Background: an optimization exercise with open tools, aiming at small area and a short achievable clock period. Do not read the settings as production practice. Where RTL was checked, it was by simulation tests only, not by an equivalence proof against the original. Power figures rest on the tool's default switching activity, not on a simulated workload.

violet:
// top_level
module top_level (
  input         clk_i,
  input         addsub_i,
  input  [31:0] data_a_i,
                data_b_i,
  output [31:0] result_o
);
  logic [7:0]  ea, eb;
  logic [22:0] fa, fb;
  logic        co_ab, co_ba, co_f;
  assign ea = data_a_i[30:23];
  assign eb = data_b_i[30:23];
  assign fa = data_a_i[22:0];
  assign fb = data_b_i[22:0];
  logic [7:0] dx, dy;    
  pfx_add2 #(.W(8))  u_dexp (.a(ea), .b(~eb), .s0(dx), .s1(dy), .co0(co_ab), .co1(co_ba));
  pfx_cout #(.W(31)) u_flt  (.a(data_a_i[30:0]), .b(~data_b_i[30:0]), .ci(1'b1), .co(co_f));
  logic        sa_q1, sb_q1, sw_q1, nsw_q1, gt_q1, sh0_q1, bab_q1, bba_q1;
  logic [7:0]  ea_q1, eb_q1;
  logic [22:0] fa_q1, fb_q1;
  logic [4:1]  dab_q1, dba_q1;
  always_ff @(posedge clk_i) begin
    sa_q1 <= data_a_i[31];
    sb_q1 <= data_b_i[31] ^ addsub_i;
    sw_q1  <= ~co_f;               
    nsw_q1 <= co_f;                
    gt_q1  <= co_ab;               
    ea_q1 <= ea;
    eb_q1 <= eb;
    fa_q1 <= fa;
    fb_q1 <= fb;
    sh0_q1 <= dy[0];               
    dab_q1 <= dy[4:1];             
    dba_q1 <= ~dx[4:1];            
    bab_q1 <= |dy[7:5];            
    bba_q1 <= ~&dx[7:5];           
  end
  logic [23:0] ly;
  logic [26:0] lv0, al;
  logic [22:0] smask;
  logic [31:0] thermo;
  logic        sticky, es;
  assign ly = sw_q1 ? {1'b1, fa_q1} : {1'b1, fb_q1};
  assign es = sa_q1 ^ sb_q1;
  logic [4:0] sh;
  logic       big;
  assign big = gt_q1 ? bab_q1 : bba_q1;
  assign sh  = {gt_q1 ? dab_q1 : dba_q1, sh0_q1} | {5{big}};
  assign lv0 = sh[0] ? {1'b0, ly, 2'b00} : {ly, 3'b000};
  assign al  = lv0 >> {sh[4:1], 1'b0};
  logic sat;
  assign sat    = sh >= 5'd25;
  assign thermo = 32'hFFFF_FFFF << sh;       
  assign smask  = {~thermo[24:3], ~thermo[2] & ~sat};
  assign sticky = |(ly[22:0] & smask);
  logic        hs_q2, es_q2;
  logic [7:0]  he_q2;
  logic [22:0] hf_q2;
  logic [26:0] lo_q2;
  always_ff @(posedge clk_i) begin
    hs_q2 <= nsw_q1 ? sa_q1 : sb_q1;
    es_q2 <= es;
  ...
For scale: about 1800 cells after synthesis, ~250 flip-flops, about 98 I/O pins, ~0.013 sq mm of cells after synthesis.
==> module top_level, before the edit <==
module top_level (
  input         clk_i,
  input         addsub_i,
  input  [31:0] data_a_i,
                data_b_i,
  output [31:0] result_o
);
  logic [7:0]  ea, eb;
  logic [22:0] fa, fb;
  logic        co_ab, co_ba, co_f;
  assign ea = data_a_i[30:23];
  assign eb = data_b_i[30:23];
  assign fa = data_a_i[22:0];
  assign fb = data_b_i[22:0];
  logic [7:0] dx, dy;    
  pfx_add2 #(.W(8))  u_dexp (.a(ea), .b(~eb), .s0(dx), .s1(dy), .co0(co_ab), .co1(co_ba));
  pfx_cout #(.W(31)) u_flt  (.a(data_a_i[30:0]), .b(~data_b_i[30:0]), .ci(1'b1), .co(co_f));
  logic        sa_q1, sb_q1, sw_q1, nsw_q1, gt_q1, sh0_q1, bab_q1, bba_q1;
  logic [7:0]  ea_q1, eb_q1;
  logic [22:0] fa_q1, fb_q1;
  logic [4:1]  dab_q1, dba_q1;
  always_ff @(posedge clk_i) begin
    sa_q1 <= data_a_i[31];
    sb_q1 <= data_b_i[31] ^ addsub_i;
    sw_q1  <= ~co_f;               
    nsw_q1 <= co_f;                
    gt_q1  <= co_ab;               
    ea_q1 <= ea;
    eb_q1 <= eb;
    fa_q1 <= fa;
    fb_q1 <= fb;
    sh0_q1 <= dy[0];               
    dab_q1 <= dy[4:1];             
    dba_q1 <= ~dx[4:1];            
    bab_q1 <= |dy[7:5];            
    bba_q1 <= ~&dx[7:5];           
  end
  logic [23:0] ly;
  logic [26:0] lv0, al;
  logic [22:0] smask;
  logic [31:0] thermo;
  logic        sticky, es;
  assign ly = sw_q1 ? {1'b1, fa_q1} : {1'b1, fb_q1};
  assign es = sa_q1 ^ sb_q1;
  logic [4:0] sh;
  logic       big;
  assign big = gt_q1 ? bab_q1 : bba_q1;
  assign sh  = {gt_q1 ? dab_q1 : dba_q1, sh0_q1} | {5{big}};
  assign lv0 = sh[0] ? {1'b0, ly, 2'b00} : {ly, 3'b000};
  assign al  = lv0 >> {sh[4:1], 1'b0};
  logic sat;
  assign sat    = sh >= 5'd25;
  assign thermo = 32'hFFFF_FFFF << sh;       
  assign smask  = {~thermo[24:3], ~thermo[2] & ~sat};
  assign sticky = |(ly[22:0] & smask);
  logic        hs_q2, es_q2;
  logic [7:0]  he_q2;
  logic [22:0] hf_q2;
  logic [26:0] lo_q2;
  always_ff @(posedge clk_i) begin
    hs_q2 <= nsw_q1 ? sa_q1 : sb_q1;
    es_q2 <= es;
    he_q2 <= nsw_q1 ? ea_q1 : eb_q1;   
    hf_q2 <= nsw_q1 ? fa_q1 : fb_q1;
    lo_q2 <= {al[26:2], al[1] | sat, sticky} ^ {27{es}};    
  end
  logic [26:0] opa;
  logic [27:0] sum;
  logic        add_co;
  logic [26:0] t, z, f;
  logic [4:0]  lz;
  logic [2:0]  inc;
  assign opa = {1'b1, hf_q2, 3'b000};
  pfx_add #(.W(27)) u_add (.a(opa), .b(lo_q2), .ci(es_q2),
                           .sum(sum[26:0]), .co(add_co));
  assign sum[27] = add_co ^ es_q2;
  assign t = ~(opa ^ lo_q2);
  assign z = ~(opa | lo_q2);
  assign f = t & ~{z[25:0], 1'b0};
  always_comb begin
    lz = 5'd0;
    for (int i = 2; i < 26; i++)
      if (f[i]) lz = 5'(27 - i);
  end
  assign inc[0] = sum[3] & (|sum[2:0] | sum[4]);
  assign inc[1] = sum[2] & (|sum[1:0] | sum[3]);
  assign inc[2] = sum[1] & (sum[0] | sum[2]);
  logic        hs_q3, c_q3;
  logic [7:0]  he_q3;
  logic [26:2] s_q3;
  logic [4:0]  lz_q3;
  logic [2:0]  inc_q3;
  always_ff @(posedge clk_i) begin
    hs_q3  <= hs_q2;
    he_q3  <= he_q2;
    c_q3   <= sum[27];
    s_q3   <= sum[26:2];
    lz_q3  <= lz;
    inc_q3 <= inc;
  end
  logic        far, finc;
  logic [1:0]  kf;
  logic [4:0]  k;
  logic [25:0] v;
  logic [50:0] vs;
  logic [24:0] m;
  logic [7:0]  e;
  assign far = c_q3 | s_q3[26] | s_q3[25];
  assign kf  = c_q3 ? 2'd0 : (s_q3[26] ? 2'd1 : 2'd2);
  assign k   = far ? {3'd0, kf} : lz_q3;
  assign v   = {c_q3, s_q3[26:2]};
  assign vs  = {25'd0, v} << k;
  assign m   = (~far & (lz_q3 == 5'd0)) ? {1'b1, 24'd0} : vs[25:1];
  logic [7:0] ef, en;
  assign ef  = c_q3 ? he_q3 + 8'd1 : (s_q3[26] ? he_q3 : he_q3 - 8'd1);
  assign en  = he_q3 + 8'd1 - {3'd0, lz_q3};
  assign e   = far ? ef : en;    
  always_comb begin
    if (c_q3)          finc = inc_q3[0];
    else if (s_q3[26]) finc = inc_q3[1];
    else               finc = inc_q3[2];
  end
  logic        hs_q4, i_q4;
  logic [7:0]  e_q4;
  logic [24:0] m_q4;
  always_ff @(posedge clk_i) begin
    hs_q4 <= hs_q3;
    i_q4  <= far & finc;
    e_q4  <= e;
    m_q4  <= m;
  end
  logic [22:0] fr, fpre;
  logic        fall1;
  logic [7:0]  e_p1, e_m1;
  logic [30:0] res;
  always_comb begin
    fpre = m_q4[23:1];
    for (int l = 0; (1 << l) < 23; l++)
      for (int i = 22; i >= 0; i--)
        if ((i >> l) & 1)
          fpre[i] = fpre[i] & fpre[((i >> l) << l) - 1];
  end
  assign fr    = m_q4[23:1] ^ ({fpre[21:0], 1'b1} & {23{i_q4}});
  assign fall1 = fpre[22] & i_q4;
  assign e_p1  = e_q4 + 8'd1;
  assign e_m1  = e_q4 - 8'd1;
  assign res = m_q4[24] ? {fall1 ? e_p1 : e_q4, fr}
                        : {e_m1, m_q4[22:0]};
  logic [31:0] res_q;
  always_ff @(posedge clk_i) res_q <= {hs_q4, res};
  assign result_o = res_q;
endmodule
==> flow/config.mk <==
export PLATFORM = sky130hd
export DESIGN_NAME = top_level
export DESIGN_NICKNAME = top_level
export VERILOG_FILES = /design/flow/design.v
export SDC_FILE = /design/flow/constraint.sdc
export NUM_CORES = 4
export LEC_CHECK = 0
export ABC_AREA = 1
export CAP_MARGIN = 20
export CORE_MARGIN = 2
export CORE_UTILIZATION = 60
export CTS_BUF_LIST = sky130_fd_sc_hd__clkbuf_8
export SETUP_SLACK_MARGIN = 3.5
export SLEW_MARGIN = 20
==> flow/constraint.sdc <==
create_clock -name core_clock -period 6.0 [get_ports {clk_i}]
set_input_delay 1.2000 -clock core_clock [delete_from_list [all_inputs] [get_ports {clk_i}]]
set_output_delay 1.2000 -clock core_clock [all_outputs]
set_load 0.01 [all_outputs]
standard.sh (not shown) runs the stock make flow with config.mk's settings and CLKGATE_MAP_FILE= SYNTH_SCRIPT=/design/flow/synth_recipe.tcl, a recipe that flattens the netlist after the stock synthesis.
==> flow/flow/run.sh <==
#!/bin/bash
# Standard ORFS layout (the standard.sh), with the port buffers made
# from buf_2 cells instead of the default delay-buffer cells.
export BUFFER_PORTS_ARGS="-buffer_cell sky130_fd_sc_hd__buf_2"
bash standard.sh > standard.log 2>&1
Setup changes, violet to yarrow
--- a/flow/design.v
+++ b/flow/design.v
@@ -160,9 +160,11 @@
   assign z = ~(opa | lo_q2);
   assign f = t & ~{z[25:0], 1'b0};
-  always_comb begin
-    lz = 5'd0;
-    for (int i = 2; i < 26; i++)
-      if (f[i]) lz = 5'(27 - i);
-  end
+  logic [4:0] lzr;
+  always_comb begin
+    lzr = 5'd0;
+    for (int i = 2; i < 27; i++)
+      if (f[i]) lzr = 5'(27 - i);
+  end
+  assign lz = es_q2 ? lzr : 5'd0;
   assign inc[0] = sum[3] & (|sum[2:0] | sum[4]);
   assign inc[1] = sum[2] & (|sum[1:0] | sum[3]);
@@ -190,7 +192,9 @@
   assign far = c_q3 | s_q3[26] | s_q3[25];
   assign kf  = c_q3 ? 2'd0 : (s_q3[26] ? 2'd1 : 2'd2);
-  assign k   = far ? {3'd0, kf} : lz_q3;
+  logic [50:0] vh;
+  assign k   = {lz_q3[4:2], far ? kf : lz_q3[1:0]};
   assign v   = {c_q3, s_q3[26:2]};
-  assign vs  = {25'd0, v} << k;
+  assign vh  = {25'd0, v} << {k[4:2], 2'b00};
+  assign vs  = vh << k[1:0];
   assign m   = (~far & (lz_q3 == 5'd0)) ? {1'b1, 24'd0} : vs[25:1];
   logic [7:0] ef, en;
Results
- Comparing yarrow and violet, power share of the combinational group is lower on yarrow.
- Going from violet to yarrow, number of instances resized during post-cts repair grows by 22%.
- violet has lower data arrival time of the critical path than yarrow.
- Higher effective utilization at floorplan among yarrow and violet: yarrow
- Compared with violet, in yarrow critical path depth increased by 1 relative to the old numbers, post-synthesis to final-layout area growth increased by 2.9 points relative to the old numbers.
- On register share of the cell area, violet tracks yarrow almost exactly.
- Number of ordinary and repair buffers in the finished layout (yarrow vs. violet) decreases slightly
- Max post-synthesis instance area across yarrow and violet: violet
- As far as total power is concerned, yarrow and violet perform about the same.
- yarrow and violet ended up with nearly the same ratio of total power to cell area.
- yarrow: all stages complete, timing, DRC and antenna checks passed
- Status: register bit total from synthesis parity (yarrow, violet)
- Compared with violet, yarrow shows a detailed-routing iteration count for the pre-antenna-repair pass that is 1 higher.
- violet -> yarrow: worst hold slack across all endpoints flat
For yarrow, only the layout was checked, not whether the RTL still works.

-- port drivers added, routing unchanged --
In the flow no input, the clock included, has a driving cell. The finished layouts below were timed again as built, in two steps. Step 1, drivers: a clkbuf_16 drives clk_i and a buf_2 each remaining input, both assumed. Step 2, shift: input delay + t, output delay - t, t = (earliest + latest rising clock arrival at the registers) / 2. This alone moves slack from input paths to output paths. a / b / c = ideal / step 1 / step 2; a / b = the first two.
run | t, ns | setup slack, ns | worst setup path at the end | latest minus earliest clock arrival (ns) | worst slew at a driven data input, ns
violet | 0.585 | 3.463 / 3.467 / 2.882 | input to register | 0.026 / 0.026 | 0.05
yarrow | 0.589 | 3.355 / 3.351 / 2.762 | input to register | 0.026 / 0.026 | 0.06
After both steps every run listed still meets setup and hold. For yarrow, which loses most, drivers alone change the setup slack by -0.004 ns; drivers and shift together by -0.593 ns.
